From an optimization exercise on the open Yosys and OpenROAD flow, aimed at small area, a short achievable clock period and few clock cycles; shortcuts taken in it are not production practice. RTL that was checked went through simulation tests only; none was proved equivalent to the original. Power is estimated from default activity; no workload was simulated.

==> fjord: inputs <==
Design nb_tx_top, start of the top module:
module nb_tx_top #(parameter TBS = 16 , parameter G = 132, parameter Qm = 2, parameter rv_indx = 0)
    (
        output logic                  e_k,
        output logic                  RM_Valid,
        input logic                   i_data_crc,
        input logic                   i_clk_crc,
                                      i_rst_crc
    );
Settings: LEC_CHECK=0, ABC_AREA=1, CAP_MARGIN=20, CORE_MARGIN=2, CORE_UTILIZATION=30, CTS_BUF_LIST=sky130_fd_sc_hd__clkbuf_16, PLACE_DENSITY=0.5, SETUP_SLACK_MARGIN=4.5, SLEW_MARGIN=20; clock period 7.0 ns.
standard.sh (not shown) runs the stock make flow with config.mk's settings and CLKGATE_MAP_FILE= SYNTH_SCRIPT=/design/flow/synth_recipe.tcl, a recipe that flattens the netlist after the stock synthesis.
==> flow/flow/run.sh <==
#!/bin/bash
set -euo pipefail
rm -rf myscripts
cp -r "$FLOW_HOME/scripts" myscripts
cp flow/abc_area.script myscripts/abc_area.script
bash standard.sh SCRIPTS_DIR="$PWD/myscripts" finish > make_finish.log 2>&1
==> flow/flow/abc_area.script <==
strash
&get -n
&deepsyn -J 200
&put
dch -f
map -a
strash
dch -f
map -a
topo
==> onyx: changes against fjord <==
--- a/flow/design.v
+++ b/flow/design.v
@@ -2,40 +2,41 @@
     (
         output logic                  e_k,
         output logic                  RM_Valid,
         input logic                   i_data_crc,
         input logic                   i_clk_crc,
                                       i_rst_crc
     );
-    logic [3:0]  ra, rb, ra_q, rb_q;
+    logic [3:0]  ra, ra_q;
+    logic [3:0]  rb, rb_q;
     logic [8:0]  hi, hi_q;
-    assign ra = {ra_q[3:1], ~ra_q[0]};
-    assign rb = {rb_q[3:1], ~rb_q[0]};
-    assign hi = {hi_q[8:1], ~hi_q[0]};
     logic [15:0] d;
     logic [16:0] m, mq;
     logic        din, load, e_en, enq, v_nxt;
     assign din = i_data_crc;
+    assign ra = {ra_q[3:1], ~ra_q[0]};
+    assign rb = {rb_q[3:1], ~rb_q[0]};
+    assign hi = {hi_q[8:1], ~hi_q[0]};
     always_ff @(posedge i_clk_crc, negedge i_rst_crc)
         if (!i_rst_crc) begin
             ra_q <= 4'd0;
             rb_q <= 4'd0;
             hi_q <= 9'd0;
         end else begin
             ra_q <= {ra[2:0], ~ra[3]};
             if (ra[3]) rb_q <= {rb[2:0], ~rb[3]};
             if (ra[3] & rb[3]) hi_q <= {hi[7:0], 1'b1};
         end
     always_ff @(posedge i_clk_crc)
         d <= {d[14:0], load ? din : d[15]};
+    always_ff @(posedge i_clk_crc)
+        mq <= m;
     always_ff @(posedge i_clk_crc, negedge i_rst_crc)
         if (!i_rst_crc) RM_Valid <= 1'b0;
         else RM_Valid <= v_nxt;
-    always_ff @(posedge i_clk_crc)
-        mq <= m;
     always_ff @(posedge i_clk_crc, negedge i_rst_crc)
         if (!i_rst_crc) enq <= 1'b0;
         else enq <= e_en;
     always_ff @(posedge i_clk_crc, negedge i_rst_crc)
         if (!i_rst_crc) e_k <= 1'b0;
         else if (enq) e_k <= ^({din, d} & mq);
     assign load = hi[0];
Settings changed: SETUP_SLACK_MARGIN 4.5 to 5.
==> raven: changes against fjord <==
--- a/flow/design.v
+++ b/flow/design.v
@@ -2,40 +2,41 @@
     (
         output logic                  e_k,
         output logic                  RM_Valid,
         input logic                   i_data_crc,
         input logic                   i_clk_crc,
                                       i_rst_crc
     );
-    logic [3:0]  ra, rb, ra_q, rb_q;
+    logic [3:0]  ra, ra_q;
+    logic [3:0]  rb, rb_q;
     logic [8:0]  hi, hi_q;
-    assign ra = {ra_q[3:1], ~ra_q[0]};
-    assign rb = {rb_q[3:1], ~rb_q[0]};
-    assign hi = {hi_q[8:1], ~hi_q[0]};
     logic [15:0] d;
     logic [16:0] m, mq;
     logic        din, load, e_en, enq, v_nxt;
     assign din = i_data_crc;
+    assign ra = {ra_q[3:1], ~ra_q[0]};
+    assign rb = {rb_q[3:1], ~rb_q[0]};
+    assign hi = {hi_q[8:1], ~hi_q[0]};
     always_ff @(posedge i_clk_crc, negedge i_rst_crc)
         if (!i_rst_crc) begin
             ra_q <= 4'd0;
             rb_q <= 4'd0;
             hi_q <= 9'd0;
         end else begin
             ra_q <= {ra[2:0], ~ra[3]};
             if (ra[3]) rb_q <= {rb[2:0], ~rb[3]};
             if (ra[3] & rb[3]) hi_q <= {hi[7:0], 1'b1};
         end
     always_ff @(posedge i_clk_crc)
         d <= {d[14:0], load ? din : d[15]};
+    always_ff @(posedge i_clk_crc)
+        mq <= m;
     always_ff @(posedge i_clk_crc, negedge i_rst_crc)
         if (!i_rst_crc) RM_Valid <= 1'b0;
         else RM_Valid <= v_nxt;
-    always_ff @(posedge i_clk_crc)
-        mq <= m;
     always_ff @(posedge i_clk_crc, negedge i_rst_crc)
         if (!i_rst_crc) enq <= 1'b0;
         else enq <= e_en;
     always_ff @(posedge i_clk_crc, negedge i_rst_crc)
         if (!i_rst_crc) e_k <= 1'b0;
         else if (enq) e_k <= ^({din, d} & mq);
     assign load = hi[0];
Settings changed: CTS_BUF_LIST sky130_fd_sc_hd__clkbuf_16 to sky130_fd_sc_hd__clkbuf_8, SETUP_SLACK_MARGIN 4.5 to 4.8.
==> comparison table <==
metric	fjord	onyx	raven
Status	timing/DRC/antenna clean	timing/DRC/antenna clean	timing/DRC/antenna clean
Critical path buffer and inverter count	2	1	1
Met2 wire length	5.31 mm	5.38 mm	5.30 mm
Tapcell count	133	129	129
NetSw	121 uW	125 uW	116 uW
Std cell rows	36	35	35
Post-route minimum period	2.63 ns	2.21 ns	2.23 ns
First-iteration detailed-routing DRC count	560	525	580
Met1 WL	5.03 mm	5.30 mm	5.39 mm
Worst Max-Slew Pin Slew	0.904 ns	0.588 ns	0.905 ns
Power per standard cell area	170 nW/um^2	148 nW/um^2	141 nW/um^2
Final Worst Setup Slack	4.37 ns	4.79 ns	4.77 ns
Clock network area share	0.0448	0.0372	0.0247
Buffers inserted during post-CTS setup optimization	0	11	1
Testbench counts of onyx, summed over its fixed seeds: cycles 13,920.
Testbench counts of raven, summed over its fixed seeds: cycles 13,920.
No functional check of the RTL was part of fjord.

---

==> inputs of build 1 <==
nb_tx_top, a different RTL version from the one above (not shown whole).
Design nb_tx_top, start of the top module:
module nb_tx_top #(parameter TBS = 16 , parameter G = 132, parameter Qm = 2, parameter rv_indx = 0)
    (
        output logic                  e_k,
        output logic                  RM_Valid,
        input logic                   i_data_crc,
        input logic                   i_clk_crc,
                                      i_rst_crc
    );
make LEC_CHECK=0 ABC_AREA=1 CAP_MARGIN=20 CORE_MARGIN=2 CORE_UTILIZATION=30 PLACE_DENSITY=0.5 SETUP_SLACK_MARGIN=4.5 SLEW_MARGIN=20 finish   # period 7.0 ns
run.sh (not shown) runs the stock make flow with config.mk's settings and CLKGATE_MAP_FILE= SYNTH_SCRIPT=/design/flow/synth_recipe.tcl, a recipe that flattens the netlist after the stock synthesis.
Stock flow here: none of the scripts above is used.
==> inputs of build 44, as changes to build 1 <==
SETUP_SLACK_MARGIN = 5   (was 4.5)
==> notes.md <==
Of build 1 and build 44, build 1 has the higher hold slack (gap 7.2 ps). In synthesized area, build 44 and build 1 do not differ. Setup slack: build 1 is lower than build 44 (170 ps). First-iteration DRC count: build 44 is smaller than build 1 (about 20%). Of build 1 and build 44, build 44 has the higher maximum frequency (gap 7.1%, measured against build 44).
No functional check of the RTL was part of any run of this note.

---

==> inputs of job 1742 <==
Another version of the RTL of nb_tx_top (not shown whole).
==> flow/design.v (excerpt) <==
module nb_tx_top #(parameter TBS = 16 , parameter G = 132, parameter Qm = 2, parameter rv_indx = 0)
    (
        output logic                  e_k,
        output logic                  RM_Valid,
        input logic                   i_data_crc,
        input logic                   i_clk_crc,
                                      i_rst_crc
    );
    logic [3:0]  ra, ra_q;
    logic [3:0]  rb, rb_q;
    logic [8:0]  hi, hi_q;
    logic [15:0] d;
    logic [15:0] m, mq;
    logic        din, load, e_en, enq, v_nxt, din_on;
    assign din = i_data_crc;
    assign ra = {ra_q[3:1], ~ra_q[0]};
    assign rb = {rb_q[3:1], ~rb_q[0]};
    assign hi = {hi_q[8:1], ~hi_q[0]};
    always_ff @(posedge i_clk_crc, negedge i_rst_crc)
        if (!i_rst_crc) begin
            ra_q <= 4'd0;
            rb_q <= 4'd0;
            hi_q <= 9'd0;
        end else begin
            ra_q <= {ra[2:0], ~ra[3]};
            if (ra[3]) rb_q <= {rb[2:0], ~rb[3]};
            if (ra[3] & rb[3]) hi_q <= {hi[7:0], 1'b1};
        end
    always_ff @(posedge i_clk_crc)
        d <= {d[14:0], load ? din : d[15]};
    always_ff @(posedge i_clk_crc)
        mq <= m;
    always_ff @(posedge i_clk_crc, negedge i_rst_crc)
        if (!i_rst_crc) RM_Valid <= 1'b0;
        else RM_Valid <= v_nxt;
    always_ff @(posedge i_clk_crc, negedge i_rst_crc)
        if (!i_rst_crc) enq <= 1'b0;
        else enq <= e_en;
    assign din_on = hi[0] & ra[3] & rb[3];
    always_ff @(posedge i_clk_crc, negedge i_rst_crc)
        if (!i_rst_crc) e_k <= 1'b0;
  ...
Settings: LEC_CHECK=0, ABC_AREA=1, CAP_MARGIN=20, CORE_MARGIN=2, CORE_UTILIZATION=30, CTS_BUF_LIST=sky130_fd_sc_hd__clkbuf_16, PLACE_DENSITY=0.5, SETUP_SLACK_MARGIN=4.9, SLEW_MARGIN=20; clock period 7.0 ns.
standard.sh (not shown) runs the stock make flow with config.mk's settings and CLKGATE_MAP_FILE= SYNTH_SCRIPT=/design/flow/synth_recipe.tcl, a recipe that flattens the netlist after the stock synthesis.
==> flow/flow/abc_area.script <==
strash
&get -n
&fraig -x
&dc2
&put
dch -f
map -a
strash
dch -f
map -a
strash
dch -f
map -a
topo
Scripts as last shown in full above: flow/flow/run.sh
==> job 769 (differences from job 1742) <==
--- a/flow/design.v
+++ b/flow/design.v
@@ -7,14 +7,14 @@
                                       i_rst_crc
     );
     logic [3:0]  ra, ra_q;
     logic [3:0]  rb, rb_q;
     logic [8:0]  hi, hi_q;
     logic [15:0] d;
-    logic [15:0] m, mq;
-    logic        din, load, e_en, enq, v_nxt, din_on;
+    logic [16:0] m, mq;
+    logic        din, load, e_en, enq, v_nxt;
     assign din = i_data_crc;
     assign ra = {ra_q[3:1], ~ra_q[0]};
     assign rb = {rb_q[3:1], ~rb_q[0]};
     assign hi = {hi_q[8:1], ~hi_q[0]};
     always_ff @(posedge i_clk_crc, negedge i_rst_crc)
         if (!i_rst_crc) begin
@@ -33,16 +33,15 @@
     always_ff @(posedge i_clk_crc, negedge i_rst_crc)
         if (!i_rst_crc) RM_Valid <= 1'b0;
         else RM_Valid <= v_nxt;
     always_ff @(posedge i_clk_crc, negedge i_rst_crc)
         if (!i_rst_crc) enq <= 1'b0;
         else enq <= e_en;
-    assign din_on = hi[0] & ra[3] & rb[3];
     always_ff @(posedge i_clk_crc, negedge i_rst_crc)
         if (!i_rst_crc) e_k <= 1'b0;
-        else if (enq) e_k <= ^(d & mq[15:0]) ^ (din & din_on);
+        else if (enq) e_k <= ^({din, d} & mq);
     assign load = hi[0];
     assign v_nxt = (hi[0] & ((ra[1] & rb[2]) | (ra[2] & rb[2]) | (ra[3] & rb[2]) | (ra[0] & rb[3]) | (ra[1] & rb[3]) | (ra[2] & rb[3]) | (ra[3] & rb[3])))
         | hi[1]
         | hi[2]
         | hi[3]
         | hi[4]
@@ -193,7 +192,8 @@
         | (hi[3] & ((ra[1] & rb[0]) | (ra[2] & rb[1]) | (ra[1] & rb[2]) | (ra[1] & rb[3]) | (ra[2] & rb[3]) | (ra[3] & rb[3])))
         | (hi[4] & ((ra[2] & rb[0]) | (ra[3] & rb[0]) | (ra[2] & rb[1]) | (ra[0] & rb[3]) | (ra[1] & rb[3])))
         | (hi[5] & ((ra[0] & rb[0]) | (ra[0] & rb[1]) | (ra[2] & rb[1]) | (ra[2] & rb[3]) | (ra[3] & rb[3])))
         | (hi[6] & ((ra[1] & rb[0]) | (ra[0] & rb[1]) | (ra[1] & rb[1]) | (ra[3] & rb[1]) | (ra[1] & rb[2])))
         | (hi[7] & ((ra[0] & rb[0]) | (ra[3] & rb[1]) | (ra[1] & rb[3]) | (ra[3] & rb[3])))
         | (hi[8] & ((ra[1] & rb[0]) | (ra[2] & rb[1]) | (ra[1] & rb[2]) | (ra[0] & rb[3])));
+    assign m[16] = (hi[0] & ((ra[2] & rb[3])));
 endmodule
==> flow/flow/abc_area.script (replaced) <==
strash
&get -n
&deepsyn -J 200
&put
dch -f
map -a
strash
dch -f
map -a
topo
--- a/flow/config.mk
+++ b/flow/config.mk
@@ -8,8 +8,8 @@
 export ABC_AREA = 1
 export CAP_MARGIN = 20
 export CORE_MARGIN = 2
 export CORE_UTILIZATION = 30
 export CTS_BUF_LIST = sky130_fd_sc_hd__clkbuf_16
 export PLACE_DENSITY = 0.5
-export SETUP_SLACK_MARGIN = 4.9
+export SETUP_SLACK_MARGIN = 4.8
 export SLEW_MARGIN = 20
==> job 1002 (differences from job 1742) <==
--- a/flow/design.v
+++ b/flow/design.v
@@ -7,14 +7,14 @@
                                       i_rst_crc
     );
     logic [3:0]  ra, ra_q;
     logic [3:0]  rb, rb_q;
     logic [8:0]  hi, hi_q;
     logic [15:0] d;
-    logic [15:0] m, mq;
-    logic        din, load, e_en, enq, v_nxt, din_on;
+    logic [16:0] m, mq;
+    logic        din, load, e_en, enq, v_nxt;
     assign din = i_data_crc;
     assign ra = {ra_q[3:1], ~ra_q[0]};
     assign rb = {rb_q[3:1], ~rb_q[0]};
     assign hi = {hi_q[8:1], ~hi_q[0]};
     always_ff @(posedge i_clk_crc, negedge i_rst_crc)
         if (!i_rst_crc) begin
@@ -33,16 +33,15 @@
     always_ff @(posedge i_clk_crc, negedge i_rst_crc)
         if (!i_rst_crc) RM_Valid <= 1'b0;
         else RM_Valid <= v_nxt;
     always_ff @(posedge i_clk_crc, negedge i_rst_crc)
         if (!i_rst_crc) enq <= 1'b0;
         else enq <= e_en;
-    assign din_on = hi[0] & ra[3] & rb[3];
     always_ff @(posedge i_clk_crc, negedge i_rst_crc)
         if (!i_rst_crc) e_k <= 1'b0;
-        else if (enq) e_k <= ^(d & mq[15:0]) ^ (din & din_on);
+        else if (enq) e_k <= ^({din, d} & mq);
     assign load = hi[0];
     assign v_nxt = (hi[0] & ((ra[1] & rb[2]) | (ra[2] & rb[2]) | (ra[3] & rb[2]) | (ra[0] & rb[3]) | (ra[1] & rb[3]) | (ra[2] & rb[3]) | (ra[3] & rb[3])))
         | hi[1]
         | hi[2]
         | hi[3]
         | hi[4]
@@ -193,7 +192,8 @@
         | (hi[3] & ((ra[1] & rb[0]) | (ra[2] & rb[1]) | (ra[1] & rb[2]) | (ra[1] & rb[3]) | (ra[2] & rb[3]) | (ra[3] & rb[3])))
         | (hi[4] & ((ra[2] & rb[0]) | (ra[3] & rb[0]) | (ra[2] & rb[1]) | (ra[0] & rb[3]) | (ra[1] & rb[3])))
         | (hi[5] & ((ra[0] & rb[0]) | (ra[0] & rb[1]) | (ra[2] & rb[1]) | (ra[2] & rb[3]) | (ra[3] & rb[3])))
         | (hi[6] & ((ra[1] & rb[0]) | (ra[0] & rb[1]) | (ra[1] & rb[1]) | (ra[3] & rb[1]) | (ra[1] & rb[2])))
         | (hi[7] & ((ra[0] & rb[0]) | (ra[3] & rb[1]) | (ra[1] & rb[3]) | (ra[3] & rb[3])))
         | (hi[8] & ((ra[1] & rb[0]) | (ra[2] & rb[1]) | (ra[1] & rb[2]) | (ra[0] & rb[3])));
+    assign m[16] = (hi[0] & ((ra[2] & rb[3])));
 endmodule
==> flow/flow/run.sh (replaced) <==
#!/bin/bash
set -euo pipefail
rm -rf myscripts
cp -r "$FLOW_HOME/scripts" myscripts
cp flow/abc_area.script myscripts/abc_area.script
bash standard.sh SCRIPTS_DIR="$PWD/myscripts" SETUP_SLACK_MARGIN=5.6 finish > make_finish.log 2>&1
--- a/flow/config.mk
+++ b/flow/config.mk
@@ -8,8 +8,8 @@
 export ABC_AREA = 1
 export CAP_MARGIN = 20
 export CORE_MARGIN = 2
 export CORE_UTILIZATION = 30
 export CTS_BUF_LIST = sky130_fd_sc_hd__clkbuf_16
 export PLACE_DENSITY = 0.5
-export SETUP_SLACK_MARGIN = 4.9
+export SETUP_SLACK_MARGIN = 5
 export SLEW_MARGIN = 20
==> job 3581 (differences from job 1742) <==
--- a/flow/design.v
+++ b/flow/design.v
@@ -7,14 +7,14 @@
                                       i_rst_crc
     );
     logic [3:0]  ra, ra_q;
     logic [3:0]  rb, rb_q;
     logic [8:0]  hi, hi_q;
     logic [15:0] d;
-    logic [15:0] m, mq;
-    logic        din, load, e_en, enq, v_nxt, din_on;
+    logic [16:0] m, mq;
+    logic        din, load, e_en, enq, v_nxt;
     assign din = i_data_crc;
     assign ra = {ra_q[3:1], ~ra_q[0]};
     assign rb = {rb_q[3:1], ~rb_q[0]};
     assign hi = {hi_q[8:1], ~hi_q[0]};
     always_ff @(posedge i_clk_crc, negedge i_rst_crc)
         if (!i_rst_crc) begin
@@ -33,16 +33,15 @@
     always_ff @(posedge i_clk_crc, negedge i_rst_crc)
         if (!i_rst_crc) RM_Valid <= 1'b0;
         else RM_Valid <= v_nxt;
     always_ff @(posedge i_clk_crc, negedge i_rst_crc)
         if (!i_rst_crc) enq <= 1'b0;
         else enq <= e_en;
-    assign din_on = hi[0] & ra[3] & rb[3];
     always_ff @(posedge i_clk_crc, negedge i_rst_crc)
         if (!i_rst_crc) e_k <= 1'b0;
-        else if (enq) e_k <= ^(d & mq[15:0]) ^ (din & din_on);
+        else if (enq) e_k <= ^({din, d} & mq);
     assign load = hi[0];
     assign v_nxt = (hi[0] & ((ra[1] & rb[2]) | (ra[2] & rb[2]) | (ra[3] & rb[2]) | (ra[0] & rb[3]) | (ra[1] & rb[3]) | (ra[2] & rb[3]) | (ra[3] & rb[3])))
         | hi[1]
         | hi[2]
         | hi[3]
         | hi[4]
@@ -193,7 +192,8 @@
         | (hi[3] & ((ra[1] & rb[0]) | (ra[2] & rb[1]) | (ra[1] & rb[2]) | (ra[1] & rb[3]) | (ra[2] & rb[3]) | (ra[3] & rb[3])))
         | (hi[4] & ((ra[2] & rb[0]) | (ra[3] & rb[0]) | (ra[2] & rb[1]) | (ra[0] & rb[3]) | (ra[1] & rb[3])))
         | (hi[5] & ((ra[0] & rb[0]) | (ra[0] & rb[1]) | (ra[2] & rb[1]) | (ra[2] & rb[3]) | (ra[3] & rb[3])))
         | (hi[6] & ((ra[1] & rb[0]) | (ra[0] & rb[1]) | (ra[1] & rb[1]) | (ra[3] & rb[1]) | (ra[1] & rb[2])))
         | (hi[7] & ((ra[0] & rb[0]) | (ra[3] & rb[1]) | (ra[1] & rb[3]) | (ra[3] & rb[3])))
         | (hi[8] & ((ra[1] & rb[0]) | (ra[2] & rb[1]) | (ra[1] & rb[2]) | (ra[0] & rb[3])));
+    assign m[16] = (hi[0] & ((ra[2] & rb[3])));
 endmodule
--- a/flow/config.mk
+++ b/flow/config.mk
@@ -8,8 +8,8 @@
 export ABC_AREA = 1
 export CAP_MARGIN = 20
 export CORE_MARGIN = 2
 export CORE_UTILIZATION = 30
 export CTS_BUF_LIST = sky130_fd_sc_hd__clkbuf_16
 export PLACE_DENSITY = 0.5
-export SETUP_SLACK_MARGIN = 4.9
+export SETUP_SLACK_MARGIN = 5
 export SLEW_MARGIN = 20
==> flow_summary.ini <==
[detailed_routing]
drt_pass1_iterations = 6
drt-met1-wl_mm = 5.40
vias = 3673
post_drt_wl_per_cell_um = 23.7

[run_status]
status = complete, no violations

[final_layout]
stdcell_count = 582
layout_commonest_cell = nand2_1
seq_cell_count = 53

[clocking]
post_cts_buffers = 1
numClockSinks = 53

[die]
start_util_pct = 30.5

[global_route]
antenna_found_initial = 1
grt_usage_pct = 26.3

[power]
vdd_drop_max_mv = 0.136
p_int_w = 0.000479

[place]
placedCellCount = 558

[worst_setup_path]
crit_slowest_cell = dfrtp_1
crit_family = flip-flops
That was job 3581.
==> flow_summary.ini <==
[run_status]
status = complete, no violations

[clocking]
numClockSinks = 52
post_cts_buffers = 2

[place]
placedCellCount = 559

[worst_setup_path]
crit_slowest_cell = dfrtp_1

[detailed_routing]
drt-met1-wl_mm = 5.45
vias = 3644

[final_layout]
stdcell_count = 599
seq_cell_count = 52
layout_commonest_cell = nand2_1

[global_route]
antenna_found_initial = 1
grt_pass1_wl_mm = 20.6

[die]
start_util_pct = 30.6
That was job 1742.
==> flow_summary.ini <==
[clocking]
numClockSinks = 53
post_cts_buffers = 76
cts_buffers = 5

[die]
start_util_pct = 30.5

[power]
p_int_w = 0.000477
vdd_drop_max_mv = 0.181

[sta]
hold_viol_final = 0

[worst_setup_path]
crit_fanout = 2
crit_family = XOR/XNOR gates
crit_slowest_cell = xnor2_1

[run_status]
status = complete, no violations

[detailed_routing]
post_drt_wl_per_cell_um = 25.8
drt_pass1_iterations = 7
vias = 4257

[final_layout]
stdcell_count = 663
layout_commonest_cell = buf_4
seq_cell_count = 53

[synth]
synth-edff-count = 0

[global_route]
grt_usage_pct = 30.2
That was job 1002.
==> flow_summary.ini <==
[final_layout]
layout_commonest_cell = nor2_1
clock_cell_area_share_pct = 4.07
stdcell_count = 564

[power]
vdd_drop_max_mv = 0.0944
p_int_w = 0.000442

[place]
placedCellCount = 549

[worst_setup_path]
crit_slowest_cell = dfrtp_1
crit_family = flip-flops

[run_status]
status = complete, no violations

[clocking]
numClockSinks = 53

[detailed_routing]
drt-met1-wl_mm = 5.31
post_drt_wl_per_cell_um = 22.5
vias = 3357
drt_pass1_iterations = 6

[global_route]
grt_usage_pct = 25.1
antenna_found_initial = 0
That was job 769.
Testbench counts of job 769, summed over its fixed seeds: cycles 13,920.
Testbench counts of job 1002, summed over its fixed seeds: cycles 13,920.
Testbench counts of job 3581, summed over its fixed seeds: cycles 13,920.
Function not checked in job 1742: the RTL went through the layout flow alone.

[afterwards: timing with drivers on the ports]
The flow's constraints put no driver on any port. The routed layouts listed below were extracted and timed again, unchanged, in two steps.
Step 1: set_driving_cell puts a clkbuf_16 on i_clk_crc and a buf_2 on each other input, an assumption about the parent block.
Step 2 also shifts input and output timing later by t, the mid clock arrival at the registers, as if the neighbouring blocks saw the same clock.
Slacks: no drivers / after step 1 / after step 2; pairs: no drivers / after step 1.
| run | t, ns | slack for setup (ns) | hold slack, ns | cell pins on the clock port's net |
|---|---|---|---|---|
| fjord | 0.328 | 4.373 / 4.373 / 4.373 | 0.351 / 0.351 / 0.351 | 1 |
| onyx | 0.336 | 4.795 / 4.754 / 4.619 | 0.351 / 0.351 / 0.351 | 1 |
| raven | 0.353 | 4.768 / 4.734 / 4.575 | 0.350 / 0.350 / 0.350 | 1 |
| build 1 | 0.332 | 4.599 / 4.599 / 4.599 | 0.351 / 0.351 / 0.351 | 1 |
| build 44 | 0.325 | 4.769 / 4.730 / 4.766 | 0.344 / 0.344 / 0.344 | 1 |
| job 1742 | 0.329 | 4.803 / 4.766 / 4.598 | 0.351 / 0.351 / 0.351 | 1 |
| job 769 | 0.329 | 4.804 / 4.768 / 4.574 | 0.351 / 0.351 / 0.351 | 1 |
| job 1002 | 0.333 | 4.772 / 4.749 / 4.416 | 0.348 / 0.348 / 0.348 | 1 |
| job 3581 | 0.336 | 4.796 / 4.753 / 4.456 | 0.353 / 0.353 / 0.353 | 1 |
After both steps every run listed still meets setup and hold. The setup slack of job 1002, which loses most, moves by -0.023 ns with the drivers and by -0.356 ns with both steps.
